What follows belongs to an exercise in optimizing a design on an open flow for small area; a production flow would make more cautious choices.
Function was checked by simulation only, so behaviour that the tests miss may differ from the original.

File: flow/design.v
module fast (
   input bit clk,
   input bit rst_n,
   input logic [391:0] in_data,
   output logic [12:0] out_pixel
);
wire nc0;
wire nc1;
wire nc2;
wire nc3;
wire nc4;
wire nc5;
wire nc6;
wire x7;
wire k8;
wire s9;
wire c10;
wire s11;
wire c12;
wire s13;
wire c14;
wire s15;
wire c16;
wire s17;
wire c18;
wire s19;
wire c20;
wire s21;
wire c22;
wire a23;
wire p24;
wire d25;
wire d26;
wire d27;
wire d28;
wire d29;
wire d30;
wire d31;
wire x32;
wire k33;
wire s34;
wire c35;
wire s36;
wire c37;
wire s38;
wire c39;
wire s40;
wire c41;
wire s42;
wire c43;
wire s44;
wire c45;
wire s46;
wire c47;
wire a48;
wire p49;
wire d50;
wire d51;
wire d52;
wire d53;
wire d54;
wire d55;
wire d56;
wire x57;
wire k58;
wire s59;
wire c60;
wire s61;
wire c62;
wire s63;
wire c64;
wire s65;
wire c66;
wire s67;
wire c68;
wire s69;
wire c70;
wire s71;
wire c72;
wire a73;
wire p74;
wire d75;
wire d76;
wire d77;
wire d78;
wire d79;
wire d80;
wire d81;
wire x82;
wire k83;
wire s84;
wire c85;
wire s86;
wire c87;
wire s88;
wire c89;
wire s90;
wire c91;
wire s92;
wire c93;
wire s94;
wire c95;
wire s96;
wire c97;
wire a98;
wire p99;
wire d100;
wire d101;
wire d102;
wire d103;
wire d104;
wire d105;
wire d106;
wire x107;
wire k108;
wire s109;
wire c110;
wire s111;
wire c112;
wire s113;
wire c114;
wire s115;
wire c116;
wire s117;
wire c118;
wire s119;
wire c120;
wire s121;
wire c122;
wire a123;
wire p124;
wire d125;
wire d126;
wire d127;
wire d128;
wire d129;
wire d130;
wire d131;
wire x132;
wire k133;
wire s134;
wire c135;
wire s136;
wire c137;
wire s138;
wire c139;
wire s140;
wire c141;
wire s142;
wire c143;
wire s144;
wire c145;
wire s146;
wire c147;
wire a148;
wire p149;
wire d150;
wire d151;
wire d152;
wire d153;
wire d154;
wire d155;
wire d156;
wire x157;
wire k158;
wire s159;
wire c160;
wire s161;
wire c162;
wire s163;
wire c164;
wire s165;
wire c166;
wire s167;
wire c168;
wire s169;
wire c170;
wire s171;
wire c172;
wire a173;
wire p174;
wire d175;
wire d176;
wire d177;
wire d178;
wire d179;
wire d180;
wire d181;
wire x182;
wire k183;
wire s184;
wire c185;
wire s186;
wire c187;
wire s188;
wire c189;
wire s190;
wire c191;
wire s192;
wire c193;
wire s194;
wire c195;
wire s196;
wire c197;
wire a198;
wire p199;
wire d200;
wire d201;
wire d202;
wire d203;
wire d204;
wire d205;
wire d206;
wire x207;
wire k208;
wire s209;
wire c210;
wire s211;
wire c212;
wire s213;
wire c214;
wire s215;
wire c216;
wire s217;
wire c218;
wire s219;
wire c220;
wire s221;
wire c222;
wire a223;
wire p224;
wire d225;
wire d226;
wire d227;
wire d228;
wire d229;
wire d230;
wire d231;
wire x232;
wire k233;
wire s234;
wire c235;
wire s236;
wire c237;
wire s238;
wire c239;
wire s240;
wire c241;
wire s242;
wire c243;
wire s244;
wire c245;
wire s246;
wire c247;
wire a248;
wire p249;
wire d250;
wire d251;
wire d252;
wire d253;
wire d254;
wire d255;
wire d256;
wire x257;
wire k258;
wire s259;
wire c260;
wire s261;
wire c262;
wire s263;
wire c264;
wire s265;
wire c266;
wire s267;
wire c268;
wire s269;
wire c270;
wire s271;
wire c272;
wire a273;
wire p274;
wire d275;
wire d276;
wire d277;
wire d278;
wire d279;
wire d280;
wire d281;
wire x282;
wire k283;
wire s284;
wire c285;
wire s286;
wire c287;
wire s288;
wire c289;
wire s290;
wire c291;
wire s292;
wire c293;
wire s294;
wire c295;
wire s296;
wire c297;
wire a298;
wire p299;
wire d300;
wire d301;
wire d302;
wire d303;
wire d304;
wire d305;
wire d306;
wire x307;
wire k308;
wire s309;
wire c310;
wire s311;
wire c312;
wire s313;
wire c314;
wire s315;
wire c316;
wire s317;
wire c318;
wire s319;
wire c320;
wire s321;
wire c322;
wire a323;
wire p324;
wire d325;
wire d326;
wire d327;
wire d328;
wire d329;
wire d330;
wire d331;
wire x332;
wire k333;
wire s334;
wire c335;
wire s336;
wire c337;
wire s338;
wire c339;
wire s340;
wire c341;
wire s342;
wire c343;
wire s344;
wire c345;
wire s346;
wire c347;
wire a348;
wire p349;
wire d350;
wire d351;
wire d352;
wire d353;
wire d354;
wire d355;
wire d356;
wire x357;
wire k358;
wire s359;
wire c360;
wire s361;
wire c362;
wire s363;
wire c364;
wire s365;
wire c366;
wire s367;
wire c368;
wire s369;
wire c370;
wire s371;
wire c372;
wire a373;
wire p374;
wire d375;
wire d376;
wire d377;
wire d378;
wire d379;
wire d380;
wire d381;
wire x382;
wire k383;
wire s384;
wire c385;
wire s386;
wire c387;
wire s388;
wire c389;
wire s390;
wire c391;
wire s392;
wire c393;
wire s394;
wire c395;
wire s396;
wire c397;
wire a398;
wire p399;
wire d400;
wire d401;
wire d402;
wire d403;
wire d404;
wire d405;
wire d406;
wire s407;
wire c408;
wire s409;
wire c410;
wire s411;
wire c412;
wire s413;
wire c414;
wire s415;
wire c416;
wire s417;
wire c418;
wire s419;
wire c420;
wire s421;
wire c422;
wire s423;
wire c424;
wire s425;
wire c426;
wire s427;
wire c428;
wire s429;
wire c430;
wire s431;
wire c432;
wire s433;
wire c434;
wire s435;
wire c436;
wire s437;
wire c438;
wire s439;
wire c440;
wire s441;
wire c442;
wire s443;
wire c444;
wire s445;
wire c446;
wire s447;
wire c448;
wire s449;
wire c450;
wire s451;
wire c452;
wire s453;
wire c454;
wire s455;
wire c456;
wire s457;
wire c458;
wire s459;
wire c460;
wire s461;
wire c462;
wire s463;
wire c464;
wire s465;
wire c466;
wire s467;
wire c468;
wire s469;
wire c470;
wire s471;
wire c472;
wire s473;
wire c474;
wire s475;
wire c476;
wire s477;
wire c478;
wire s479;
wire c480;
wire s481;
wire c482;
wire s483;
wire c484;
wire s485;
wire c486;
wire s487;
wire c488;
wire s489;
wire c490;
wire s491;
wire c492;
wire s493;
wire c494;
wire s495;
wire c496;
wire s497;
wire c498;
wire s499;
wire c500;
wire s501;
wire c502;
wire s503;
wire c504;
wire s505;
wire c506;
wire s507;
wire c508;
wire s509;
wire c510;
wire s511;
wire c512;
wire s513;
wire c514;
wire s515;
wire c516;
wire s517;
wire c518;
wire s519;
wire c520;
wire s521;
wire c522;
wire s523;
wire c524;
wire s525;
wire c526;
wire s527;
wire c528;
wire s529;
wire c530;
wire s531;
wire c532;
wire s533;
wire c534;
wire s535;
wire c536;
wire s537;
wire c538;
wire s539;
wire c540;
wire s541;
wire c542;
wire s543;
wire c544;
wire s545;
wire c546;
wire s547;
wire c548;
wire s549;
wire c550;
wire s551;
wire c552;
wire s553;
wire c554;
wire s555;
wire c556;
wire s557;
wire c558;
wire s559;
wire c560;
wire s561;
wire c562;
wire s563;
wire c564;
wire s565;
wire c566;
wire s567;
wire c568;
wire s569;
wire c570;
wire s571;
wire c572;
wire s573;
wire c574;
wire s575;
wire c576;
wire s577;
wire c578;
wire s579;
wire c580;
wire s581;
wire c582;
wire s583;
wire c584;
wire s585;
wire c586;
wire s587;
wire c588;
wire s589;
wire c590;
wire s591;
wire c592;
wire s593;
wire c594;
wire s595;
wire c596;
wire s597;
wire c598;
wire s599;
wire c600;
wire s601;
wire c602;
wire s603;
wire c604;
wire s605;
wire c606;
wire s607;
wire c608;
wire s609;
wire c610;
wire s611;
wire c612;
wire s613;
wire c614;
wire s615;
wire c616;
wire s617;
wire c618;
wire s619;
wire c620;
wire s621;
wire c622;
wire s623;
wire c624;
wire s625;
wire c626;
wire s627;
wire c628;
wire s629;
wire c630;
wire s631;
wire c632;
wire s633;
wire c634;
wire s635;
wire c636;
wire s637;
wire c638;
wire s639;
wire c640;
wire s641;
wire c642;
wire s643;
wire c644;
wire s645;
wire c646;
wire s647;
wire c648;
wire s649;
wire c650;
wire s651;
wire c652;
wire s653;
wire c654;
wire s655;
wire c656;
wire s657;
wire c658;
wire s659;
wire c660;
wire s661;
wire c662;
wire s663;
wire c664;
wire s665;
wire c666;
wire s667;
wire c668;
wire s669;
wire c670;
wire s671;
wire c672;
wire s673;
wire c674;
wire s675;
wire c676;
wire s677;
wire c678;
wire s679;
wire c680;
wire s681;
wire c682;
wire s683;
wire c684;
wire s685;
wire c686;
wire s687;
wire c688;
wire s689;
wire s690;
wire c691;
wire s692;
wire c693;
wire s694;
wire c695;
wire s696;
wire s697;
wire s698;
wire s699;
wire s700;
assign nc0 = ~in_data[193];
assign nc1 = ~in_data[194];
assign nc2 = ~in_data[195];
assign nc3 = ~in_data[196];
assign nc4 = ~in_data[197];
assign nc5 = ~in_data[198];
assign nc6 = ~in_data[199];
assign x7 = in_data[192] ^ in_data[24];
nand_cell u_k8 (.a(x7), .b(in_data[192]), .y(k8));
fa_cell u_s9 (.a(nc0), .b(in_data[25]), .c(k8), .s(s9), .co(c10));
fa_cell u_s11 (.a(nc1), .b(in_data[26]), .c(c10), .s(s11), .co(c12));
fa_cell u_s13 (.a(nc2), .b(in_data[27]), .c(c12), .s(s13), .co(c14));
fa_cell u_s15 (.a(nc3), .b(in_data[28]), .c(c14), .s(s15), .co(c16));
fa_cell u_s17 (.a(nc4), .b(in_data[29]), .c(c16), .s(s17), .co(c18));
fa_cell u_s19 (.a(nc5), .b(in_data[30]), .c(c18), .s(s19), .co(c20));
fa_cell u_s21 (.a(nc6), .b(in_data[31]), .c(c20), .s(s21), .co(c22));
assign a23 = ~c22;
assign p24 = ~(c22 | x7);
assign d25 = s9 ^ a23;
assign d26 = s11 ^ a23;
assign d27 = s13 ^ a23;
assign d28 = s15 ^ a23;
assign d29 = s17 ^ a23;
assign d30 = s19 ^ a23;
assign d31 = s21 ^ a23;
assign x32 = in_data[192] ^ in_data[32];
nand_cell u_k33 (.a(x32), .b(in_data[192]), .y(k33));
fa_cell u_s34 (.a(nc0), .b(in_data[33]), .c(k33), .s(s34), .co(c35));
fa_cell u_s36 (.a(nc1), .b(in_data[34]), .c(c35), .s(s36), .co(c37));
fa_cell u_s38 (.a(nc2), .b(in_data[35]), .c(c37), .s(s38), .co(c39));
fa_cell u_s40 (.a(nc3), .b(in_data[36]), .c(c39), .s(s40), .co(c41));
fa_cell u_s42 (.a(nc4), .b(in_data[37]), .c(c41), .s(s42), .co(c43));
fa_cell u_s44 (.a(nc5), .b(in_data[38]), .c(c43), .s(s44), .co(c45));
fa_cell u_s46 (.a(nc6), .b(in_data[39]), .c(c45), .s(s46), .co(c47));
assign a48 = ~c47;
assign p49 = ~(c47 | x32);
assign d50 = s34 ^ a48;
assign d51 = s36 ^ a48;
assign d52 = s38 ^ a48;
assign d53 = s40 ^ a48;
assign d54 = s42 ^ a48;
assign d55 = s44 ^ a48;
assign d56 = s46 ^ a48;
assign x57 = in_data[192] ^ in_data[96];
nand_cell u_k58 (.a(x57), .b(in_data[192]), .y(k58));
fa_cell u_s59 (.a(nc0), .b(in_data[97]), .c(k58), .s(s59), .co(c60));
fa_cell u_s61 (.a(nc1), .b(in_data[98]), .c(c60), .s(s61), .co(c62));
fa_cell u_s63 (.a(nc2), .b(in_data[99]), .c(c62), .s(s63), .co(c64));
fa_cell u_s65 (.a(nc3), .b(in_data[100]), .c(c64), .s(s65), .co(c66));
fa_cell u_s67 (.a(nc4), .b(in_data[101]), .c(c66), .s(s67), .co(c68));
fa_cell u_s69 (.a(nc5), .b(in_data[102]), .c(c68), .s(s69), .co(c70));
fa_cell u_s71 (.a(nc6), .b(in_data[103]), .c(c70), .s(s71), .co(c72));
assign a73 = ~c72;
assign p74 = ~(c72 | x57);
assign d75 = s59 ^ a73;
assign d76 = s61 ^ a73;
assign d77 = s63 ^ a73;
assign d78 = s65 ^ a73;
assign d79 = s67 ^ a73;
assign d80 = s69 ^ a73;
assign d81 = s71 ^ a73;
assign x82 = in_data[192] ^ in_data[160];
nand_cell u_k83 (.a(x82), .b(in_data[192]), .y(k83));
fa_cell u_s84 (.a(nc0), .b(in_data[161]), .c(k83), .s(s84), .co(c85));
fa_cell u_s86 (.a(nc1), .b(in_data[162]), .c(c85), .s(s86), .co(c87));
fa_cell u_s88 (.a(nc2), .b(in_data[163]), .c(c87), .s(s88), .co(c89));
fa_cell u_s90 (.a(nc3), .b(in_data[164]), .c(c89), .s(s90), .co(c91));
fa_cell u_s92 (.a(nc4), .b(in_data[165]), .c(c91), .s(s92), .co(c93));
fa_cell u_s94 (.a(nc5), .b(in_data[166]), .c(c93), .s(s94), .co(c95));
fa_cell u_s96 (.a(nc6), .b(in_data[167]), .c(c95), .s(s96), .co(c97));
assign a98 = ~c97;
assign p99 = ~(c97 | x82);
assign d100 = s84 ^ a98;
assign d101 = s86 ^ a98;
assign d102 = s88 ^ a98;
assign d103 = s90 ^ a98;
assign d104 = s92 ^ a98;
assign d105 = s94 ^ a98;
assign d106 = s96 ^ a98;
assign x107 = in_data[192] ^ in_data[216];
nand_cell u_k108 (.a(x107), .b(in_data[192]), .y(k108));
fa_cell u_s109 (.a(nc0), .b(in_data[217]), .c(k108), .s(s109), .co(c110));
fa_cell u_s111 (.a(nc1), .b(in_data[218]), .c(c110), .s(s111), .co(c112));
fa_cell u_s113 (.a(nc2), .b(in_data[219]), .c(c112), .s(s113), .co(c114));
fa_cell u_s115 (.a(nc3), .b(in_data[220]), .c(c114), .s(s115), .co(c116));
fa_cell u_s117 (.a(nc4), .b(in_data[221]), .c(c116), .s(s117), .co(c118));
fa_cell u_s119 (.a(nc5), .b(in_data[222]), .c(c118), .s(s119), .co(c120));
fa_cell u_s121 (.a(nc6), .b(in_data[223]), .c(c120), .s(s121), .co(c122));
assign a123 = ~c122;
assign p124 = ~(c122 | x107);
assign d125 = s109 ^ a123;
assign d126 = s111 ^ a123;
assign d127 = s113 ^ a123;
assign d128 = s115 ^ a123;
assign d129 = s117 ^ a123;
assign d130 = s119 ^ a123;
assign d131 = s121 ^ a123;
assign x132 = in_data[192] ^ in_data[272];
nand_cell u_k133 (.a(x132), .b(in_data[192]), .y(k133));
fa_cell u_s134 (.a(nc0), .b(in_data[273]), .c(k133), .s(s134), .co(c135));
fa_cell u_s136 (.a(nc1), .b(in_data[274]), .c(c135), .s(s136), .co(c137));
fa_cell u_s138 (.a(nc2), .b(in_data[275]), .c(c137), .s(s138), .co(c139));
fa_cell u_s140 (.a(nc3), .b(in_data[276]), .c(c139), .s(s140), .co(c141));
fa_cell u_s142 (.a(nc4), .b(in_data[277]), .c(c141), .s(s142), .co(c143));
fa_cell u_s144 (.a(nc5), .b(in_data[278]), .c(c143), .s(s144), .co(c145));
fa_cell u_s146 (.a(nc6), .b(in_data[279]), .c(c145), .s(s146), .co(c147));
assign a148 = ~c147;
assign p149 = ~(c147 | x132);
assign d150 = s134 ^ a148;
assign d151 = s136 ^ a148;
assign d152 = s138 ^ a148;
assign d153 = s140 ^ a148;
assign d154 = s142 ^ a148;
assign d155 = s144 ^ a148;
assign d156 = s146 ^ a148;
assign x157 = in_data[192] ^ in_data[320];
nand_cell u_k158 (.a(x157), .b(in_data[192]), .y(k158));
fa_cell u_s159 (.a(nc0), .b(in_data[321]), .c(k158), .s(s159), .co(c160));
fa_cell u_s161 (.a(nc1), .b(in_data[322]), .c(c160), .s(s161), .co(c162));
fa_cell u_s163 (.a(nc2), .b(in_data[323]), .c(c162), .s(s163), .co(c164));
fa_cell u_s165 (.a(nc3), .b(in_data[324]), .c(c164), .s(s165), .co(c166));
fa_cell u_s167 (.a(nc4), .b(in_data[325]), .c(c166), .s(s167), .co(c168));
fa_cell u_s169 (.a(nc5), .b(in_data[326]), .c(c168), .s(s169), .co(c170));
fa_cell u_s171 (.a(nc6), .b(in_data[327]), .c(c170), .s(s171), .co(c172));
assign a173 = ~c172;
assign p174 = ~(c172 | x157);
assign d175 = s159 ^ a173;
assign d176 = s161 ^ a173;
assign d177 = s163 ^ a173;
assign d178 = s165 ^ a173;
assign d179 = s167 ^ a173;
assign d180 = s169 ^ a173;
assign d181 = s171 ^ a173;
assign x182 = in_data[192] ^ in_data[368];
nand_cell u_k183 (.a(x182), .b(in_data[192]), .y(k183));
fa_cell u_s184 (.a(nc0), .b(in_data[369]), .c(k183), .s(s184), .co(c185));
fa_cell u_s186 (.a(nc1), .b(in_data[370]), .c(c185), .s(s186), .co(c187));
fa_cell u_s188 (.a(nc2), .b(in_data[371]), .c(c187), .s(s188), .co(c189));
fa_cell u_s190 (.a(nc3), .b(in_data[372]), .c(c189), .s(s190), .co(c191));
fa_cell u_s192 (.a(nc4), .b(in_data[373]), .c(c191), .s(s192), .co(c193));
fa_cell u_s194 (.a(nc5), .b(in_data[374]), .c(c193), .s(s194), .co(c195));
fa_cell u_s196 (.a(nc6), .b(in_data[375]), .c(c195), .s(s196), .co(c197));
assign a198 = ~c197;
assign p199 = ~(c197 | x182);
assign d200 = s184 ^ a198;
assign d201 = s186 ^ a198;
assign d202 = s188 ^ a198;
assign d203 = s190 ^ a198;
assign d204 = s192 ^ a198;
assign d205 = s194 ^ a198;
assign d206 = s196 ^ a198;
assign x207 = in_data[192] ^ in_data[360];
nand_cell u_k208 (.a(x207), .b(in_data[192]), .y(k208));
fa_cell u_s209 (.a(nc0), .b(in_data[361]), .c(k208), .s(s209), .co(c210));
fa_cell u_s211 (.a(nc1), .b(in_data[362]), .c(c210), .s(s211), .co(c212));
fa_cell u_s213 (.a(nc2), .b(in_data[363]), .c(c212), .s(s213), .co(c214));
fa_cell u_s215 (.a(nc3), .b(in_data[364]), .c(c214), .s(s215), .co(c216));
fa_cell u_s217 (.a(nc4), .b(in_data[365]), .c(c216), .s(s217), .co(c218));
fa_cell u_s219 (.a(nc5), .b(in_data[366]), .c(c218), .s(s219), .co(c220));
fa_cell u_s221 (.a(nc6), .b(in_data[367]), .c(c220), .s(s221), .co(c222));
assign a223 = ~c222;
assign p224 = ~(c222 | x207);
assign d225 = s209 ^ a223;
assign d226 = s211 ^ a223;
assign d227 = s213 ^ a223;
assign d228 = s215 ^ a223;
assign d229 = s217 ^ a223;
assign d230 = s219 ^ a223;
assign d231 = s221 ^ a223;
assign x232 = in_data[192] ^ in_data[352];
nand_cell u_k233 (.a(x232), .b(in_data[192]), .y(k233));
fa_cell u_s234 (.a(nc0), .b(in_data[353]), .c(k233), .s(s234), .co(c235));
fa_cell u_s236 (.a(nc1), .b(in_data[354]), .c(c235), .s(s236), .co(c237));
fa_cell u_s238 (.a(nc2), .b(in_data[355]), .c(c237), .s(s238), .co(c239));
fa_cell u_s240 (.a(nc3), .b(in_data[356]), .c(c239), .s(s240), .co(c241));
fa_cell u_s242 (.a(nc4), .b(in_data[357]), .c(c241), .s(s242), .co(c243));
fa_cell u_s244 (.a(nc5), .b(in_data[358]), .c(c243), .s(s244), .co(c245));
fa_cell u_s246 (.a(nc6), .b(in_data[359]), .c(c245), .s(s246), .co(c247));
assign a248 = ~c247;
assign p249 = ~(c247 | x232);
assign d250 = s234 ^ a248;
assign d251 = s236 ^ a248;
assign d252 = s238 ^ a248;
assign d253 = s240 ^ a248;
assign d254 = s242 ^ a248;
assign d255 = s244 ^ a248;
assign d256 = s246 ^ a248;
assign x257 = in_data[192] ^ in_data[288];
nand_cell u_k258 (.a(x257), .b(in_data[192]), .y(k258));
fa_cell u_s259 (.a(nc0), .b(in_data[289]), .c(k258), .s(s259), .co(c260));
fa_cell u_s261 (.a(nc1), .b(in_data[290]), .c(c260), .s(s261), .co(c262));
fa_cell u_s263 (.a(nc2), .b(in_data[291]), .c(c262), .s(s263), .co(c264));
fa_cell u_s265 (.a(nc3), .b(in_data[292]), .c(c264), .s(s265), .co(c266));
fa_cell u_s267 (.a(nc4), .b(in_data[293]), .c(c266), .s(s267), .co(c268));
fa_cell u_s269 (.a(nc5), .b(in_data[294]), .c(c268), .s(s269), .co(c270));
fa_cell u_s271 (.a(nc6), .b(in_data[295]), .c(c270), .s(s271), .co(c272));
assign a273 = ~c272;
assign p274 = ~(c272 | x257);
assign d275 = s259 ^ a273;
assign d276 = s261 ^ a273;
assign d277 = s263 ^ a273;
assign d278 = s265 ^ a273;
assign d279 = s267 ^ a273;
assign d280 = s269 ^ a273;
assign d281 = s271 ^ a273;
assign x282 = in_data[192] ^ in_data[224];
nand_cell u_k283 (.a(x282), .b(in_data[192]), .y(k283));
fa_cell u_s284 (.a(nc0), .b(in_data[225]), .c(k283), .s(s284), .co(c285));
fa_cell u_s286 (.a(nc1), .b(in_data[226]), .c(c285), .s(s286), .co(c287));
fa_cell u_s288 (.a(nc2), .b(in_data[227]), .c(c287), .s(s288), .co(c289));
fa_cell u_s290 (.a(nc3), .b(in_data[228]), .c(c289), .s(s290), .co(c291));
fa_cell u_s292 (.a(nc4), .b(in_data[229]), .c(c291), .s(s292), .co(c293));
fa_cell u_s294 (.a(nc5), .b(in_data[230]), .c(c293), .s(s294), .co(c295));
fa_cell u_s296 (.a(nc6), .b(in_data[231]), .c(c295), .s(s296), .co(c297));
assign a298 = ~c297;
assign p299 = ~(c297 | x282);
assign d300 = s284 ^ a298;
assign d301 = s286 ^ a298;
assign d302 = s288 ^ a298;
assign d303 = s290 ^ a298;
assign d304 = s292 ^ a298;
assign d305 = s294 ^ a298;
assign d306 = s296 ^ a298;
assign x307 = in_data[192] ^ in_data[168];
nand_cell u_k308 (.a(x307), .b(in_data[192]), .y(k308));
fa_cell u_s309 (.a(nc0), .b(in_data[169]), .c(k308), .s(s309), .co(c310));
fa_cell u_s311 (.a(nc1), .b(in_data[170]), .c(c310), .s(s311), .co(c312));
fa_cell u_s313 (.a(nc2), .b(in_data[171]), .c(c312), .s(s313), .co(c314));
fa_cell u_s315 (.a(nc3), .b(in_data[172]), .c(c314), .s(s315), .co(c316));
fa_cell u_s317 (.a(nc4), .b(in_data[173]), .c(c316), .s(s317), .co(c318));
fa_cell u_s319 (.a(nc5), .b(in_data[174]), .c(c318), .s(s319), .co(c320));
fa_cell u_s321 (.a(nc6), .b(in_data[175]), .c(c320), .s(s321), .co(c322));
assign a323 = ~c322;
assign p324 = ~(c322 | x307);
assign d325 = s309 ^ a323;
assign d326 = s311 ^ a323;
assign d327 = s313 ^ a323;
assign d328 = s315 ^ a323;
assign d329 = s317 ^ a323;
assign d330 = s319 ^ a323;
assign d331 = s321 ^ a323;
assign x332 = in_data[192] ^ in_data[112];
nand_cell u_k333 (.a(x332), .b(in_data[192]), .y(k333));
fa_cell u_s334 (.a(nc0), .b(in_data[113]), .c(k333), .s(s334), .co(c335));
fa_cell u_s336 (.a(nc1), .b(in_data[114]), .c(c335), .s(s336), .co(c337));
fa_cell u_s338 (.a(nc2), .b(in_data[115]), .c(c337), .s(s338), .co(c339));
fa_cell u_s340 (.a(nc3), .b(in_data[116]), .c(c339), .s(s340), .co(c341));
fa_cell u_s342 (.a(nc4), .b(in_data[117]), .c(c341), .s(s342), .co(c343));
fa_cell u_s344 (.a(nc5), .b(in_data[118]), .c(c343), .s(s344), .co(c345));
fa_cell u_s346 (.a(nc6), .b(in_data[119]), .c(c345), .s(s346), .co(c347));
assign a348 = ~c347;
assign p349 = ~(c347 | x332);
assign d350 = s334 ^ a348;
assign d351 = s336 ^ a348;
assign d352 = s338 ^ a348;
assign d353 = s340 ^ a348;
assign d354 = s342 ^ a348;
assign d355 = s344 ^ a348;
assign d356 = s346 ^ a348;
assign x357 = in_data[192] ^ in_data[64];
nand_cell u_k358 (.a(x357), .b(in_data[192]), .y(k358));
fa_cell u_s359 (.a(nc0), .b(in_data[65]), .c(k358), .s(s359), .co(c360));
fa_cell u_s361 (.a(nc1), .b(in_data[66]), .c(c360), .s(s361), .co(c362));
fa_cell u_s363 (.a(nc2), .b(in_data[67]), .c(c362), .s(s363), .co(c364));
fa_cell u_s365 (.a(nc3), .b(in_data[68]), .c(c364), .s(s365), .co(c366));
fa_cell u_s367 (.a(nc4), .b(in_data[69]), .c(c366), .s(s367), .co(c368));
fa_cell u_s369 (.a(nc5), .b(in_data[70]), .c(c368), .s(s369), .co(c370));
fa_cell u_s371 (.a(nc6), .b(in_data[71]), .c(c370), .s(s371), .co(c372));
assign a373 = ~c372;
assign p374 = ~(c372 | x357);
assign d375 = s359 ^ a373;
assign d376 = s361 ^ a373;
assign d377 = s363 ^ a373;
assign d378 = s365 ^ a373;
assign d379 = s367 ^ a373;
assign d380 = s369 ^ a373;
assign d381 = s371 ^ a373;
assign x382 = in_data[192] ^ in_data[16];
nand_cell u_k383 (.a(x382), .b(in_data[192]), .y(k383));
fa_cell u_s384 (.a(nc0), .b(in_data[17]), .c(k383), .s(s384), .co(c385));
fa_cell u_s386 (.a(nc1), .b(in_data[18]), .c(c385), .s(s386), .co(c387));
fa_cell u_s388 (.a(nc2), .b(in_data[19]), .c(c387), .s(s388), .co(c389));
fa_cell u_s390 (.a(nc3), .b(in_data[20]), .c(c389), .s(s390), .co(c391));
fa_cell u_s392 (.a(nc4), .b(in_data[21]), .c(c391), .s(s392), .co(c393));
fa_cell u_s394 (.a(nc5), .b(in_data[22]), .c(c393), .s(s394), .co(c395));
fa_cell u_s396 (.a(nc6), .b(in_data[23]), .c(c395), .s(s396), .co(c397));
assign a398 = ~c397;
assign p399 = ~(c397 | x382);
assign d400 = s384 ^ a398;
assign d401 = s386 ^ a398;
assign d402 = s388 ^ a398;
assign d403 = s390 ^ a398;
assign d404 = s392 ^ a398;
assign d405 = s394 ^ a398;
assign d406 = s396 ^ a398;
fa_cell u_s407 (.a(x107), .b(x132), .c(x157), .s(s407), .co(c408));
fa_cell u_s409 (.a(x182), .b(x207), .c(x232), .s(s409), .co(c410));
fa_cell u_s411 (.a(x257), .b(x282), .c(x307), .s(s411), .co(c412));
fa_cell u_s413 (.a(x32), .b(x332), .c(x357), .s(s413), .co(c414));
fa_cell u_s415 (.a(x382), .b(x57), .c(x7), .s(s415), .co(c416));
fa_cell u_s417 (.a(x82), .b(s407), .c(s409), .s(s417), .co(c418));
fa_cell u_s419 (.a(s411), .b(s413), .c(s415), .s(s419), .co(c420));
fa_cell u_s421 (.a(c408), .b(c410), .c(c412), .s(s421), .co(c422));
fa_cell u_s423 (.a(c414), .b(c416), .c(c418), .s(s423), .co(c424));
fa_cell u_s425 (.a(c420), .b(s421), .c(s423), .s(s425), .co(c426));
fa_cell u_s427 (.a(s425), .b(p124), .c(p149), .s(s427), .co(c428));
fa_cell u_s429 (.a(p174), .b(p199), .c(p224), .s(s429), .co(c430));
fa_cell u_s431 (.a(p24), .b(p249), .c(p274), .s(s431), .co(c432));
fa_cell u_s433 (.a(p299), .b(p324), .c(p349), .s(s433), .co(c434));
fa_cell u_s435 (.a(p374), .b(p399), .c(p49), .s(s435), .co(c436));
fa_cell u_s437 (.a(p74), .b(p99), .c(d100), .s(s437), .co(c438));
fa_cell u_s439 (.a(d125), .b(d150), .c(d175), .s(s439), .co(c440));
fa_cell u_s441 (.a(d200), .b(d225), .c(d25), .s(s441), .co(c442));
fa_cell u_s443 (.a(d250), .b(d275), .c(d300), .s(s443), .co(c444));
fa_cell u_s445 (.a(d325), .b(d350), .c(d375), .s(s445), .co(c446));
fa_cell u_s447 (.a(d400), .b(d50), .c(d75), .s(s447), .co(c448));
fa_cell u_s449 (.a(s427), .b(s429), .c(s431), .s(s449), .co(c450));
fa_cell u_s451 (.a(s433), .b(s435), .c(s437), .s(s451), .co(c452));
fa_cell u_s453 (.a(s439), .b(s441), .c(s443), .s(s453), .co(c454));
fa_cell u_s455 (.a(s445), .b(s447), .c(s449), .s(s455), .co(c456));
ha_cell u_s457 (.a(s451), .b(s453), .s(s457), .co(c458));
fa_cell u_s459 (.a(c422), .b(c424), .c(c426), .s(s459), .co(c460));
fa_cell u_s461 (.a(s459), .b(d101), .c(d126), .s(s461), .co(c462));
fa_cell u_s463 (.a(d151), .b(d176), .c(d201), .s(s463), .co(c464));
fa_cell u_s465 (.a(d226), .b(d251), .c(d26), .s(s465), .co(c466));
fa_cell u_s467 (.a(d276), .b(d301), .c(d326), .s(s467), .co(c468));
fa_cell u_s469 (.a(d351), .b(d376), .c(d401), .s(s469), .co(c470));
fa_cell u_s471 (.a(d51), .b(d76), .c(c428), .s(s471), .co(c472));
fa_cell u_s473 (.a(c430), .b(c432), .c(c434), .s(s473), .co(c474));
fa_cell u_s475 (.a(c436), .b(c438), .c(c440), .s(s475), .co(c476));
fa_cell u_s477 (.a(c442), .b(c444), .c(c446), .s(s477), .co(c478));
fa_cell u_s479 (.a(c448), .b(s461), .c(s463), .s(s479), .co(c480));
fa_cell u_s481 (.a(s465), .b(s467), .c(s469), .s(s481), .co(c482));
fa_cell u_s483 (.a(c450), .b(s471), .c(s473), .s(s483), .co(c484));
fa_cell u_s485 (.a(c452), .b(c454), .c(s475), .s(s485), .co(c486));
fa_cell u_s487 (.a(s477), .b(s479), .c(s481), .s(s487), .co(c488));
fa_cell u_s489 (.a(c456), .b(s483), .c(c458), .s(s489), .co(c490));
ha_cell u_s491 (.a(s485), .b(s487), .s(s491), .co(c492));
fa_cell u_s493 (.a(c460), .b(d102), .c(d127), .s(s493), .co(c494));
fa_cell u_s495 (.a(d152), .b(d177), .c(d202), .s(s495), .co(c496));
fa_cell u_s497 (.a(d227), .b(d252), .c(d27), .s(s497), .co(c498));
fa_cell u_s499 (.a(d277), .b(d302), .c(d327), .s(s499), .co(c500));
fa_cell u_s501 (.a(d352), .b(d377), .c(d402), .s(s501), .co(c502));
fa_cell u_s503 (.a(d52), .b(d77), .c(c462), .s(s503), .co(c504));
fa_cell u_s505 (.a(c464), .b(c466), .c(c468), .s(s505), .co(c506));
fa_cell u_s507 (.a(c470), .b(s493), .c(s495), .s(s507), .co(c508));
fa_cell u_s509 (.a(s497), .b(s499), .c(s501), .s(s509), .co(c510));
fa_cell u_s511 (.a(c472), .b(c474), .c(c476), .s(s511), .co(c512));
fa_cell u_s513 (.a(c478), .b(c480), .c(c482), .s(s513), .co(c514));
fa_cell u_s515 (.a(s503), .b(s505), .c(s507), .s(s515), .co(c516));
fa_cell u_s517 (.a(s509), .b(c484), .c(c486), .s(s517), .co(c518));
fa_cell u_s519 (.a(s511), .b(c488), .c(s513), .s(s519), .co(c520));
fa_cell u_s521 (.a(s515), .b(c490), .c(c492), .s(s521), .co(c522));
ha_cell u_s523 (.a(s517), .b(s519), .s(s523), .co(c524));
fa_cell u_s525 (.a(d103), .b(d128), .c(d153), .s(s525), .co(c526));
fa_cell u_s527 (.a(d178), .b(d203), .c(d228), .s(s527), .co(c528));
fa_cell u_s529 (.a(d253), .b(d278), .c(d28), .s(s529), .co(c530));
fa_cell u_s531 (.a(d303), .b(d328), .c(d353), .s(s531), .co(c532));
fa_cell u_s533 (.a(d378), .b(d403), .c(d53), .s(s533), .co(c534));
fa_cell u_s535 (.a(d78), .b(c494), .c(c496), .s(s535), .co(c536));
fa_cell u_s537 (.a(c498), .b(c500), .c(c502), .s(s537), .co(c538));
fa_cell u_s539 (.a(s525), .b(s527), .c(s529), .s(s539), .co(c540));
fa_cell u_s541 (.a(s531), .b(s533), .c(c504), .s(s541), .co(c542));
fa_cell u_s543 (.a(c506), .b(c508), .c(c510), .s(s543), .co(c544));
fa_cell u_s545 (.a(s535), .b(s537), .c(s539), .s(s545), .co(c546));
fa_cell u_s547 (.a(c512), .b(c514), .c(s541), .s(s547), .co(c548));
fa_cell u_s549 (.a(c516), .b(s543), .c(s545), .s(s549), .co(c550));
fa_cell u_s551 (.a(c518), .b(c520), .c(s547), .s(s551), .co(c552));
fa_cell u_s553 (.a(s549), .b(c522), .c(c524), .s(s553), .co(c554));
fa_cell u_s555 (.a(d104), .b(d129), .c(d154), .s(s555), .co(c556));
fa_cell u_s557 (.a(d179), .b(d204), .c(d229), .s(s557), .co(c558));
fa_cell u_s559 (.a(d254), .b(d279), .c(d29), .s(s559), .co(c560));
fa_cell u_s561 (.a(d304), .b(d329), .c(d354), .s(s561), .co(c562));
fa_cell u_s563 (.a(d379), .b(d404), .c(d54), .s(s563), .co(c564));
fa_cell u_s565 (.a(d79), .b(c526), .c(c528), .s(s565), .co(c566));
fa_cell u_s567 (.a(c530), .b(c532), .c(c534), .s(s567), .co(c568));
fa_cell u_s569 (.a(s555), .b(s557), .c(s559), .s(s569), .co(c570));
fa_cell u_s571 (.a(s561), .b(s563), .c(c536), .s(s571), .co(c572));
fa_cell u_s573 (.a(c538), .b(c540), .c(s565), .s(s573), .co(c574));
fa_cell u_s575 (.a(s567), .b(s569), .c(c542), .s(s575), .co(c576));
fa_cell u_s577 (.a(c544), .b(s571), .c(c546), .s(s577), .co(c578));
fa_cell u_s579 (.a(s573), .b(c548), .c(s575), .s(s579), .co(c580));
fa_cell u_s581 (.a(c550), .b(s577), .c(c552), .s(s581), .co(c582));
ha_cell u_s583 (.a(s579), .b(c554), .s(s583), .co(c584));
fa_cell u_s585 (.a(d105), .b(d130), .c(d155), .s(s585), .co(c586));
fa_cell u_s587 (.a(d180), .b(d205), .c(d230), .s(s587), .co(c588));
fa_cell u_s589 (.a(d255), .b(d280), .c(d30), .s(s589), .co(c590));
fa_cell u_s591 (.a(d305), .b(d330), .c(d355), .s(s591), .co(c592));
fa_cell u_s593 (.a(d380), .b(d405), .c(d55), .s(s593), .co(c594));
fa_cell u_s595 (.a(d80), .b(c556), .c(c558), .s(s595), .co(c596));
fa_cell u_s597 (.a(c560), .b(c562), .c(c564), .s(s597), .co(c598));
fa_cell u_s599 (.a(s585), .b(s587), .c(s589), .s(s599), .co(c600));
fa_cell u_s601 (.a(s591), .b(s593), .c(c566), .s(s601), .co(c602));
fa_cell u_s603 (.a(c568), .b(c570), .c(s595), .s(s603), .co(c604));
fa_cell u_s605 (.a(s597), .b(s599), .c(c572), .s(s605), .co(c606));
fa_cell u_s607 (.a(c574), .b(s601), .c(s603), .s(s607), .co(c608));
fa_cell u_s609 (.a(c576), .b(s605), .c(c578), .s(s609), .co(c610));
fa_cell u_s611 (.a(s607), .b(c580), .c(s609), .s(s611), .co(c612));
ha_cell u_s613 (.a(c582), .b(c584), .s(s613), .co(c614));
fa_cell u_s615 (.a(d106), .b(d131), .c(d156), .s(s615), .co(c616));
fa_cell u_s617 (.a(d181), .b(d206), .c(d231), .s(s617), .co(c618));
fa_cell u_s619 (.a(d256), .b(d281), .c(d306), .s(s619), .co(c620));
fa_cell u_s621 (.a(d31), .b(d331), .c(d356), .s(s621), .co(c622));
fa_cell u_s623 (.a(d381), .b(d406), .c(d56), .s(s623), .co(c624));
fa_cell u_s625 (.a(d81), .b(c586), .c(c588), .s(s625), .co(c626));
fa_cell u_s627 (.a(c590), .b(c592), .c(c594), .s(s627), .co(c628));
fa_cell u_s629 (.a(s615), .b(s617), .c(s619), .s(s629), .co(c630));
fa_cell u_s631 (.a(s621), .b(s623), .c(c596), .s(s631), .co(c632));
fa_cell u_s633 (.a(c598), .b(c600), .c(s625), .s(s633), .co(c634));
fa_cell u_s635 (.a(s627), .b(s629), .c(c602), .s(s635), .co(c636));
fa_cell u_s637 (.a(c604), .b(s631), .c(s633), .s(s637), .co(c638));
fa_cell u_s639 (.a(c606), .b(s635), .c(c608), .s(s639), .co(c640));
fa_cell u_s641 (.a(s637), .b(c610), .c(s639), .s(s641), .co(c642));
ha_cell u_s643 (.a(c612), .b(s641), .s(s643), .co(c644));
fa_cell u_s645 (.a(c616), .b(c618), .c(c620), .s(s645), .co(c646));
fa_cell u_s647 (.a(c622), .b(c624), .c(c626), .s(s647), .co(c648));
fa_cell u_s649 (.a(c628), .b(c630), .c(s645), .s(s649), .co(c650));
fa_cell u_s651 (.a(c632), .b(c634), .c(s647), .s(s651), .co(c652));
fa_cell u_s653 (.a(s649), .b(c636), .c(c638), .s(s653), .co(c654));
fa_cell u_s655 (.a(s651), .b(c640), .c(s653), .s(s655), .co(c656));
ha_cell u_s657 (.a(c642), .b(s655), .s(s657), .co(c658));
fa_cell u_s659 (.a(c646), .b(c648), .c(c650), .s(s659), .co(c660));
fa_cell u_s661 (.a(c652), .b(s659), .c(c654), .s(s661), .co(c662));
ha_cell u_s663 (.a(c656), .b(s661), .s(s663), .co(c664));
ha_cell u_s665 (.a(c660), .b(c662), .s(s665), .co(c666));
ha_cell u_s667 (.a(s417), .b(s419), .s(s667), .co(c668));
fa_cell u_s669 (.a(c668), .b(s455), .c(s457), .s(s669), .co(c670));
fa_cell u_s671 (.a(s489), .b(c670), .c(s491), .s(s671), .co(c672));
fa_cell u_s673 (.a(s521), .b(c672), .c(s523), .s(s673), .co(c674));
fa_cell u_s675 (.a(s551), .b(s553), .c(c674), .s(s675), .co(c676));
fa_cell u_s677 (.a(s581), .b(s583), .c(c676), .s(s677), .co(c678));
fa_cell u_s679 (.a(s611), .b(s613), .c(c678), .s(s679), .co(c680));
fa_cell u_s681 (.a(c614), .b(s643), .c(c680), .s(s681), .co(c682));
ha_cell u_s683 (.a(c644), .b(s657), .s(s683), .co(c684));
fa_cell u_s685 (.a(c658), .b(s663), .c(c684), .s(s685), .co(c686));
fa_cell u_s687 (.a(c664), .b(s665), .c(c686), .s(s687), .co(c688));
assign s689 = c666 ^ c688;
assign s690 = ~(c644 ^ s657);
assign c691 = c644 | s657;
fa_cell u_s692 (.a(c658), .b(s663), .c(c691), .s(s692), .co(c693));
fa_cell u_s694 (.a(c664), .b(s665), .c(c693), .s(s694), .co(c695));
assign s696 = c666 ^ c695;
assign s697 = c682 ? s690 : s683;
assign s698 = c682 ? s692 : s685;
assign s699 = c682 ? s694 : s687;
assign s700 = c682 ? s696 : s689;
wire [15:0] B = {c397, c372, c347, c322, c297, c272, c247, c222, c197, c172, c147, c122, c97, c72, c47, c22};
wire [11:0] S = {s700, s699, s698, s697, s681, s679, s677, s675, s673, s671, s669, s667};
wire is_corner;
corner_cell u_corner (.b(B), .y(is_corner));
always_ff @(posedge clk) begin
   if (~rst_n) out_pixel <= '0;
   else        out_pixel <= is_corner ? {1'b0, S} : '0;
end
endmodule
module fa_cell (input a, input b, input c, output s, output co);
assign {co, s} = {1'b0, a} + {1'b0, b} + {1'b0, c};
endmodule
module ha_cell (input a, input b, output s, output co);
assign {co, s} = {1'b0, a} + {1'b0, b};
endmodule
module corner_cell (input [15:0] b, output y);
wire [15:0] a = ~b;
wire [15:0] a2 = b & {b[0], b[15:1]};
wire [15:0] a4 = a2 & {a2[1:0], a2[15:2]};
wire [15:0] a8 = a4 & {a4[3:0], a4[15:4]};
wire [15:0] b2 = a & {a[0], a[15:1]};
wire [15:0] b4 = b2 & {b2[1:0], b2[15:2]};
wire [15:0] b8 = b4 & {b4[3:0], b4[15:4]};
assign y = (|(a8 & {a8[0], a8[15:1]})) | (|(b8 & {b8[0], b8[15:1]}));
endmodule
module inv_cell (input a, output y);
assign y = ~a;
endmodule
module nand_cell (input a, input b, output y);
assign y = ~(a & b);
endmodule
module or_cell (input a, input b, output y);
assign y = a | b;
endmodule
File: flow/flow/run.sh
#!/bin/bash
set -euo pipefail
cat >> config.mk <<'EOT'
export BUFFER_PORTS_ARGS = -buffer_cell sky130_fd_sc_hd__buf_1
export REMOVE_ABC_BUFFERS = 1
EOT
bash standard.sh > flow_make.log 2>&1
File: flow/standard.sh
#!/bin/bash
# synth_recipe.tcl (not shown) runs the flow's synth.tcl, then flattens the netlist and writes it again
# the make line also repeats each setting of config.mk as NAME=value (left out here)
make -C /OpenROAD-flow-scripts/flow DESIGN_CONFIG=/design/flow/config.mk WORK_HOME=/design/flow/orfs CLKGATE_MAP_FILE= SYNTH_SCRIPT=/design/flow/synth_recipe.tcl "${@:-finish}"
File: flow/config.mk
export PLATFORM = sky130hd
export DESIGN_NAME = fast
export DESIGN_NICKNAME = fast
export VERILOG_FILES = /design/flow/design.v
export SDC_FILE = /design/flow/constraint.sdc
export NUM_CORES = 4
export LEC_CHECK = 0
export CAP_MARGIN = 40
export CORE_MARGIN = 2
export CORE_UTILIZATION = 40
export CTS_BUF_LIST = sky130_fd_sc_hd__clkbuf_8
export GPL_TIMING_DRIVEN = 0
export SLEW_MARGIN = 40
export SYNTH_HIERARCHICAL = 1
export BUFFER_PORTS_ARGS = -buffer_cell sky130_fd_sc_hd__buf_1
export REMOVE_ABC_BUFFERS = 1
File: flow/constraint.sdc
create_clock -name core_clock -period 12.0 [get_ports {clk}]
set_input_delay 2.4000 -clock core_clock [delete_from_list [all_inputs] [get_ports {clk}]]
set_output_delay 2.4000 -clock core_clock [all_outputs]
set_load 0.01 [all_outputs]
==> results of run 1 <==
==> routing by layer <==
layer	routed length [µm]	share of wire
met3	1050	0.055
met1	8180	0.43
met2	9550	0.50
met4	198	0.010
met5	16	0.00084
==> stage by stage <==
stage / setup slack (ns) / instances
floorplan: 1.11 / 505
global placement: -0.638 / 879
detailed placement: 0.0789 / 880
CTS: 0.350 / 884
global route: 0.0890 / 884
finish: 0.434 / 885
==> worst max-delay path: cells and delay by family <==
kind / cells / cell delay [ns]
mux: 2 / 0.44
fa+ha+maj: 17 / 7.73
simple gates: 2 / 0.41
buf+inv: 2 / 0.40
xor+xnor: 1 / 0.33
==> Yosys stat by module, one instance, submodules excluded <==
| module | area [µm²] | times used | flops+latches |
|---|---|---|---|
| ha_cell | 12.5 | 11 | 0 |
| fast | 1740 | 1 | 12 |
| fa_cell | 20.0 | 244 | 0 |
| corner_cell | 285 | 1 | 0 |
| nand_cell | 3.75 | 16 | 0 |
==> worst max path at each step <==
stage / end / cells after the start / from
4_1_cts: out_pixel[11]$_SDFF_PN0_ / 24 / in_data[192]
6_report: out_pixel[11]$_SDFF_PN0_ / 24 / in_data[192]
2_1_floorplan: out_pixel[11]$_SDFF_PN0_ / 21 / in_data[193]
3_3_place_gp: out_pixel[11]$_SDFF_PN0_ / 23 / in_data[192]
3_5_place_dp: out_pixel[11]$_SDFF_PN0_ / 24 / in_data[192]
5_1_grt: out_pixel[11]$_SDFF_PN0_ / 24 / in_data[192]
==> synth_stat cells (3+ instances only) <==
library cell | n | area, µm²
a21oi_1 | 10 | 50.1
and3_1 | 8 | 50.1
buf_2 | 16 | 80.1
dfxtp_1 | 12 | 240
fa_1 | 244 | 4880
ha_1 | 12 | 150
inv_1 | 10 | 37.5
mux2i_1 | 4 | 40.0
nand2_1 | 20 | 75.1
nand3_1 | 3 | 15.0
nand4_1 | 4 | 25.0
nor2_1 | 25 | 93.8
xnor2_1 | 112 | 981
xor2_1 | 15 | 131
==> area by class of cell <==
class	count	area [µm²]
diodes	1	2.50
clock buffers	4	55.1
fillers	1620	9450
inverters	10	37.5
multi-input cells	483	6710
flip-flops and latches	12	240
well taps	225	282
repair buffers	150	581
==> cells by family after synthesis <==
logic type / count (synthesis) / synth area share
simple gates: 69 / 0.0454
flops: 12 / 0.0338
fa+ha+maj: 256 / 0.708
xor+xnor: 128 / 0.159
compound gates: 25 / 0.0245
buf+inv: 31 / 0.0231
mux: 4 / 0.00563
other cells: 1 / 0.000528
==> results.tsv, run 1 <==
metric	value	unit
status	timing/DRC/antenna clean	
final wirelength	19.0	mm
Fin Hold WS	2.60	ns
largest net degree at the start of global routing	28	
port bufs	149	
Largest regs	out_pixel: 12 flops	
1st-iter DRT viols	270	
Global Route met2 Usage	0.369	
Final Max Slew Viols	0	
met1 usage	0.307	
predominant post-synthesis flop cell	dfxtp_1	
PostCTS Resize Cnt	0	
vias in the first global route	5304	
hold path startpoint	rst_n	
Worst slew margin	0.406	
gr usage total	0.215	
starting density of the core	0.410	
Synth Instances	526	
first-pass detailed-route iteration total	6	
maximum clock path buffer count	2	
number of vias per cell	5.03	
Tightest Pin Transition	0.888	ns
Num CTS Buffers	3	
EDFF count, synth	0	
initial antenna violation count	2	
Setup crit start kind	input pin	
ys async rst share	0	
Placed Area	7840	µm²
clk root buf	clkbuf_8	
Final Util	0.456	
# IOs	407	
f_max	0.0865	GHz
CP Capture Type	register	
Routed Antenna Nets	0	
drt wl/cell	21.5	µm
Mapped Area	7110	µm²
max reg flops	12	
TritonCTS clock tree	built	
Crit path top cell by count	fa_1	
CTS H-tree lvls	1	
Post-CTS Setup Repair Bufs	0	
CP arrival	11.73	ns
met3 Track Usage GR	0.0224	
Slowest-stage cell, CP	fa_1	
GRT overflow	0	
via count	4451	
sequential area share after synthesis	0.0338	
P&R area growth vs syn	11.2	%
clock sinks	12	
commonest cells after routing, fill and taps aside	242 x fa_1, 148 x buf_1, 112 x xnor2_1	
Crit Path Max Fanout	27	
Final setup viols	0	
die height	137	µm
post-DP HPWL	17.6	mm
post-route cell area	7910	µm²
clock-pin slew on the worst setup and hold paths	0.05	ns
Core ar.	17400	µm²
CTS Hold Bufs	0	
CP cell instances	buf_2 -> buf_12 -> xor2_1 -> nand2_1 -> fa_1 -> fa_1 -> fa_1 -> fa_1 -> fa_1 -> fa_1 -> fa_1 -> nor2_1 -> fa_1 -> fa_1 -> fa_1 -> fa_1 -> fa_1 -> fa_1 -> fa_1 -> fa_1 -> fa_1 -> fa_1 -> mux2i_1 -> mux2i_1	
mean area per synthesized cell	13.5	µm²
yosys warns	7	
Routability Congestion	0.864	
Final #Nets	1310	
Unique masters post-synth	38	
Yosys reg bits	12	
MaxCap Viol Count	0	
commonest non-fill, non-tap cell in the layout	fa_1	
hold path depth	3	
Tcrit/Tclk final	0.964	
share of layout cells above drive strength 1	0.0258	
Hold Violations, Final	0	
first-pass GRT wire length	29.6	mm
critical path class	input pin to register	
Total Neg Setup Slack	0	ns
row cnt	48	
drt drc	0	
Die W	137	µm
Period minus WS final	11.57	ns
busiest grt layer	met2	
Worst path max stage delay	0.71	ns
Most flops, register	out_pixel	
Hold Path Class	input pin to register	
WHS Endpoint	out_pixel[8]$_SDFF_PN0_	
Critical Path RT	12.16	ns
RSZ-0062 raised after global routing	no	
Die Footprint	18900	µm²
==> inputs of run 2 (changes only) <==
--- a/flow/config.mk
+++ b/flow/config.mk
@@ -7,8 +7,8 @@
 export LEC_CHECK = 0
-export CAP_MARGIN = 40
+export CAP_MARGIN = 20
 export CORE_MARGIN = 2
 export CORE_UTILIZATION = 40
-export CTS_BUF_LIST = sky130_fd_sc_hd__clkbuf_8
+export CTS_BUF_LIST = sky130_fd_sc_hd__clkbuf_4
 export GPL_TIMING_DRIVEN = 0
-export SLEW_MARGIN = 40
+export SLEW_MARGIN = 20
 export SYNTH_HIERARCHICAL = 1
==> results.tsv, run 2 <==
metric	value	unit	change
status	timing/DRC/antenna clean		
gr usage total	0.215		+0.000359
Period minus WS final	11.58	ns	+0.0187 ns
worst setup path start	in_data[192]		
Mapped Area	7110	µm²	unchanged
Routability Congestion	0.864		unchanged
DP Worst Slack	-0.153	ns	-0.232 ns
final wirelength	19.0	mm	+0.14%
Final setup viols	0		unchanged
Critical Path RT	12.19	ns	+0.03 ns
hold path startpoint	rst_n		
mean area per synthesized cell	13.5	µm²	unchanged
critical path class	input pin to register		
first-pass GRT wire length	29.6	mm	about the same
port bufs	149		unchanged
post-route cell area	7880	µm²	-0.32%
initial antenna violation count	1		-1
Unique masters post-synth	38		unchanged
commonest non-fill, non-tap cell in the layout	fa_1		
Crit Path Max Fanout	32		+19%
largest net degree at the start of global routing	33		+18%
share of layout cells above drive strength 1	0.0167		-0.00908
maximum clock path buffer count	2		unchanged
Core ar.	17400	µm²	unchanged
PnR worst setup slack	0.415	ns	-0.0187 ns
CTS Hold Bufs	0		unchanged
clock-pin slew on the worst setup and hold paths	0.07	ns	+0.02 ns
fill cell count	1614		-0.37%
GRT overflow	0		unchanged
ys async rst share	0		unchanged
Die Footprint	18900	µm²	unchanged
Placed Cells incl. Taps	879		-0.11%
predominant post-synthesis flop cell	dfxtp_1		
vias in the first global route	5226		-1.5%
Hold Violations, Final	0		unchanged
drt drc	0		unchanged
Most flops, register	out_pixel		
CTS H-tree lvls	1		unchanged
Post-CTS Setup Repair Bufs	0		unchanged
Die W	137	µm	unchanged
CP arrival	11.78	ns	+0.05 ns
die height	137	µm	unchanged
TritonCTS clock tree	built		
P&R area growth vs syn	10.9	%	
1st-iter DRT viols	262		-3.0%
number of vias per cell	5.00		-0.65%
Routed Antenna Nets	0		unchanged
Total Neg Setup Slack	0	ns	unchanged
yosys warns	7		unchanged
max reg flops	12		unchanged
sequential area share after synthesis	0.0338		unchanged
Worst slew margin	0.351		-0.0552
via count	4422		-0.65%
Synth Instances	526		unchanged
starting density of the core	0.410		unchanged
Largest regs	out_pixel: 12 flops		
commonest cells after routing, fill and taps aside	244 x fa_1, 148 x buf_1, 112 x xnor2_1		
MaxCap Viol Count	0		unchanged
Multi-input gate area	6700	µm²	about the same
# IOs	407		unchanged
Tightest Pin Transition	0.968	ns	+0.0794 ns
CP Capture Type	register		
Yosys reg bits	12		unchanged
Yosys top cell area share	0.687		unchanged
Setup crit start kind	input pin		
EDFF count, synth	0		unchanged
post-DP HPWL	17.6	mm	about the same
drt wl/cell	21.5	µm	+0.14%
Placed Area	7820	µm²	-0.26%
row cnt	48		unchanged
Hold Path Class	input pin to register		
most frequent cells after synthesis	244 x fa_1, 112 x xnor2_1, 25 x nor2_1		
Num CTS Buffers	3		unchanged
f_max	0.0863	GHz	-0.16%
clock sinks	12		unchanged
Finished Layout Cells	885		unchanged
top area cells in the synthesized netlist	fa_1 69%, xnor2_1 14%, dfxtp_1 3.4%		
clk root buf	clkbuf_4		
FF/Latch Area	240	µm²	unchanged
RSZ-0062 raised after global routing	no		
Final Max Slew Viols	0		unchanged
count leader, synth	fa_1		
first-pass detailed-route iteration total	4		-2
leading area contributor after synthesis	fa_1		
Final #Nets	1310		unchanged
Tcrit/Tclk final	0.965		+0.00156
-- run 2: cell count changes in the layout (fill, tap and decap cells not counted), moves of 2 or more --
cell | before | now
clkbuf_4 | 0 | 4
clkinv_1 | 0 | 3
fa_2 | 2 | 0
fa_1 | 242 | 244
clkbuf_8 | 4 | 0
inv_2 | 7 | 4
-- run 2: timing repair --
item | CTS | global route
endpoints found under the setup margin | 0 | 4
endpoints found under the hold margin | 0 | 0
gates resized for setup | 0 | 1
-- run 2: metal layers --
metal | track usage | wire (µm) | up-vias
met2 | 0.361 | 9520 | 170
met5 | 0 | 0 | -
met3 | 0.0199 | 1040 | 16
li1 | - | - | 1903
met1 | 0.314 | 8210 | 2333
met4 | 0.0298 | 245 | 0
-- run 2: path summary, 6_finish.rpt --
path	depth (start not counted)	to	slack [ns]
min	3	out_pixel[8]$_SDFF_PN0_	2.55
max	23	out_pixel[11]$_SDFF_PN0_	0.42
-- run 2: modules after synthesis (local to each module, per instance) --
| module | flip-flops and latches | cells inside | cell area (µm²) | copies in the design |
|---|---|---|---|---|
| fast | 12 | 209 | 1740 | 1 |
| corner_cell | 0 | 46 | 285 | 1 |
| fa_cell | 0 | 1 | 20.0 | 244 |
| ha_cell | 0 | 1 | 12.5 | 11 |
| nand_cell | 0 | 1 | 3.75 | 16 |
-- run 2: cell type report --
type,count,share of cell area
Timing Repair Buffer,150,0.0749
Inverter,10,0.00476
Sequential cell,12,0.0305
Tap cell,225,0.0357
Antenna cell,2,0.000635
Clock buffer,3,0.00286
Multi-Input combinational cell,483,0.851
-- run 2: critical path, stage by stage --
cell	delay, ns
clkbuf_4	0.40
xor2_1	0.38
nand2_1	0.12
fa_1	0.45
fa_1	0.40
fa_1	0.40
fa_1	0.39
fa_1	0.43
fa_1	0.39
fa_1	0.73
nor2_1	0.26
fa_1	0.49
fa_1	0.45
fa_1	0.62
fa_1	0.47
fa_1	0.46
fa_1	0.42
fa_1	0.40
fa_1	0.39
fa_1	0.39
fa_1	0.49
mux2i_1	0.22
mux2i_1	0.21
-- run 2: cell families (layout without fill, tap and decap cells) --
family          Yosys count  after routing  synth area share
other cells               1              3          0.000528
xor+xnor                128            128             0.159
compound gates           25             25            0.0245
flops                    12             12            0.0338
simple gates             69             69            0.0454
fa+ha+maj               256            256             0.708
buf+inv                  31            163            0.0231
mux                       4              4           0.00563
-- run 2: metrics by stage --
stage	hold slack, ns	util
after floorplan	2.55	-
final	2.55	0.454
after global routing	2.61	0.454
after CTS	2.54	0.452
after global placement	2.79	0.451
after detailed placement	2.79	0.451
==> inputs of run 3 (changes only) <==
--- a/flow/flow/run.sh
+++ b/flow/flow/run.sh
@@ -5,2 +5,3 @@
 export REMOVE_ABC_BUFFERS = 1
+export RECOVER_POWER = 100
 EOT
--- a/flow/config.mk
+++ b/flow/config.mk
@@ -7,3 +7,3 @@
 export LEC_CHECK = 0
-export CAP_MARGIN = 20
+export CAP_MARGIN = 40
 export CORE_MARGIN = 2
@@ -12,3 +12,3 @@
 export GPL_TIMING_DRIVEN = 0
-export SLEW_MARGIN = 20
+export SLEW_MARGIN = 40
 export SYNTH_HIERARCHICAL = 1
@@ -16 +16,2 @@
 export REMOVE_ABC_BUFFERS = 1
+export RECOVER_POWER = 100
==> results.tsv, run 3 <==
metric	value	unit	change
final wirelength	19.0	mm	-0.13%
Final setup viols	0		unchanged
leading area contributor after synthesis	fa_1		
gr usage total	0.215		-0.000599
Routed Antenna Nets	0		unchanged
sequential area share after synthesis	0.0338		unchanged
maximum clock path buffer count	2		unchanged
Unique masters post-synth	38		unchanged
# IOs	407		unchanged
clock-pin slew on the worst setup and hold paths	0.07	ns	about the same
first-pass detailed-route iteration total	5		+1
EDFF count, synth	0		unchanged
Hold Path Class	input pin to register		
PostCTS Resize Cnt	0		unchanged
Core ar.	17400	µm²	unchanged
Tcrit/Tclk final	0.961		-0.00486
GRT overflow	0		unchanged
Tightest Pin Transition	0.897	ns	-0.0705 ns
first-pass GRT wire length	29.6	mm	unchanged
Finished Layout Cells	885		unchanged
worst setup path start	in_data[192]		
Synth Instances	526		unchanged
Most flops, register	out_pixel		
CP arrival	11.72	ns	-0.06 ns
port bufs	149		unchanged
vias in the first global route	5297		+1.4%
Post-CTS Setup Repair Bufs	0		unchanged
mean area per synthesized cell	13.5	µm²	unchanged
f_max	0.0868	GHz	+0.51%
Setup crit start kind	input pin		
Crit Path Max Fanout	27		-16%
Placed Cells incl. Taps	880		+0.11%
row cnt	48		unchanged
status	timing/DRC/antenna clean		
Hold Violations, Final	0		unchanged
clock sinks	12		unchanged
crit path to	out_pixel[11]$_SDFF_PN0_		
largest net degree at the start of global routing	28		-15%
count leader, synth	fa_1		
starting density of the core	0.410		unchanged
Die W	137	µm	unchanged
yosys warns	7		unchanged
CP Capture Type	register		
1st-iter DRT viols	242		-7.6%
Yosys top cell area share	0.687		unchanged
post-DP HPWL	17.6	mm	about the same
Final Max Slew Viols	0		unchanged
max reg flops	12		unchanged
ys async rst share	0		unchanged
CTS H-tree lvls	1		unchanged
MaxCap Viol Count	0		unchanged
TritonCTS clock tree	built		
Multi-input gate area	6710	µm²	about the same
drt drc	0		unchanged
top area cells in the synthesized netlist	fa_1 69%, xnor2_1 14%, dfxtp_1 3.4%		
RSZ-0062 raised after global routing	no		
hold path startpoint	rst_n		
number of vias per cell	5.02		+0.57%
commonest non-fill, non-tap cell in the layout	fa_1		
most frequent cells after synthesis	244 x fa_1, 112 x xnor2_1, 25 x nor2_1		
Mapped Area	7110	µm²	unchanged
Yosys reg bits	12		unchanged
Critical Path RT	12.20	ns	about the same
Num CTS Buffers	3		unchanged
Period minus WS final	11.53	ns	-0.0583 ns
Routability Congestion	0.864		unchanged
Total Neg Setup Slack	0	ns	unchanged
share of layout cells above drive strength 1	0.0243		+0.00756
initial antenna violation count	2		+1
commonest cells after routing, fill and taps aside	242 x fa_1, 148 x buf_1, 112 x xnor2_1		
Fin Hold WS	2.56	ns	+0.0145 ns
FF/Latch Area	240	µm²	unchanged
clk root buf	clkbuf_4		
via count	4447		+0.57%
CTS Hold Bufs	0		unchanged
Final #Nets	1310		unchanged
drt wl/cell	21.5	µm	-0.13%
critical path class	input pin to register		
Largest regs	out_pixel: 12 flops		
Die Footprint	18900	µm²	unchanged
P&R area growth vs syn	10.8	%	about the same
die height	137	µm	unchanged
Worst slew margin	0.400		+0.0492
predominant post-synthesis flop cell	dfxtp_1		
fill cell count	1626		+0.74%
[run 3: cell counts after synthesis]
No cell type changed its count.
[run 3: worst min-delay path by stage]
stage	to	slack, ns	cells past startpoint
floorplan	out_pixel[0]$_SDFF_PN0_	2.55	1
global placement	out_pixel[6]	2.79	1
detailed placement	out_pixel[7]	2.79	1
CTS	out_pixel[11]$_SDFF_PN0_	2.54	3
global route	out_pixel[11]$_SDFF_PN0_	2.60	3
finish	out_pixel[8]$_SDFF_PN0_	2.56	3
[run 3: critical path: stages]
cell and delay [ns]:
buf_2 0.18, buf_12 0.22, xor2_1 0.33, nand2_1 0.12
fa_1 0.43, fa_1 0.41, fa_1 0.39, fa_1 0.39
fa_1 0.41, fa_1 0.41, fa_1 0.71, nor2_1 0.28
fa_1 0.50, fa_1 0.45, fa_1 0.62, fa_1 0.47
fa_1 0.46, fa_1 0.42, fa_1 0.40, fa_1 0.39
fa_1 0.39, fa_1 0.49, mux2i_1 0.22, mux2i_1 0.22
[run 3: cells by family after synthesis]
group,synth area share
DFF,0.0338
xor gates and xnor gates,0.159
adders and majority gates,0.708
buffers and inverters,0.0231
and+or+nand+nor,0.0454
other,0.000528
AOI/OAI and AO/OA,0.0245
muxes,0.00563
[run 3: area by class of cell]
| cell class | count | share of cell area |
|---|---|---|
| diodes | 1 | 0.000318 |
| multi-input cells | 483 | 0.852 |
| clock buffers | 3 | 0.00286 |
| well taps | 225 | 0.0357 |
| inverters | 10 | 0.00476 |
| flip-flops and latches | 12 | 0.0305 |
| repair buffers | 150 | 0.0737 |
| clock inverters | 1 | 0.000476 |
[run 3: stage by stage]
step,util,area (µm²),setup slack [ns]
6_report,0.454,7880,0.474
5_1_grt,0.454,7880,0.129
4_1_cts,0.453,7870,0.386
3_5_place_dp,0.452,7840,0.0789
3_3_place_gp,0.451,7820,-0.638
2_1_floorplan,-,6980,1.11
[run 3: per-layer routing]
metal / track usage / wire, µm / share of wire
met5: 0 / 16 / 0.00084
met4: 0.0223 / 208 / 0.011
met3: 0.0224 / 986 / 0.052
met2: 0.369 / 9530 / 0.50
met1: 0.307 / 8250 / 0.43
[run 3: per-module statistics from Yosys (local to each module, per instance)]
module       flops+latches  cells inside  copies in the design  cell area, µm²
corner_cell              0            46                     1             285
fast                    12           209                     1            1740
nand_cell                0             1                    16            3.75
ha_cell                  0             1                    11            12.5
fa_cell                  0             1                   244            20.0

## separate check: timing with driven ports
No port has a modelled driver above. Below, the same layouts with a new extraction and two added sets of constraints.
Step 1 (the two cells are an assumption about what drives the block):
set clk [get_ports {clk}]
set_driving_cell -lib_cell sky130_fd_sc_hd__clkbuf_16 $clk
set_driving_cell -lib_cell sky130_fd_sc_hd__buf_2 [delete_from_list [all_inputs] $clk]
Step 2 also shifts input and output timing later by t, the mid clock arrival at the registers, as if the neighbouring blocks saw the same clock.
Three values: ideal, step 1, step 2; two values: the first two.
run	t, ns	setup WS [ns]	hold slack, ns	latest minus earliest clock arrival (ns)
run 1	0.258	0.434 / 0.431 / 0.173	2.600 / 2.607 / 2.818	0.000 / 0.000
run 2	0.279	0.415 / 0.407 / 0.127	2.546 / 2.555 / 2.818	0.004 / 0.005
run 3	0.286	0.474 / 0.468 / 0.181	2.560 / 2.570 / 2.825	0.002 / 0.001
After both steps every run listed still meets setup and hold. The setup slack of run 3, which loses most, moves by -0.006 ns with the drivers and by -0.293 ns with both steps.
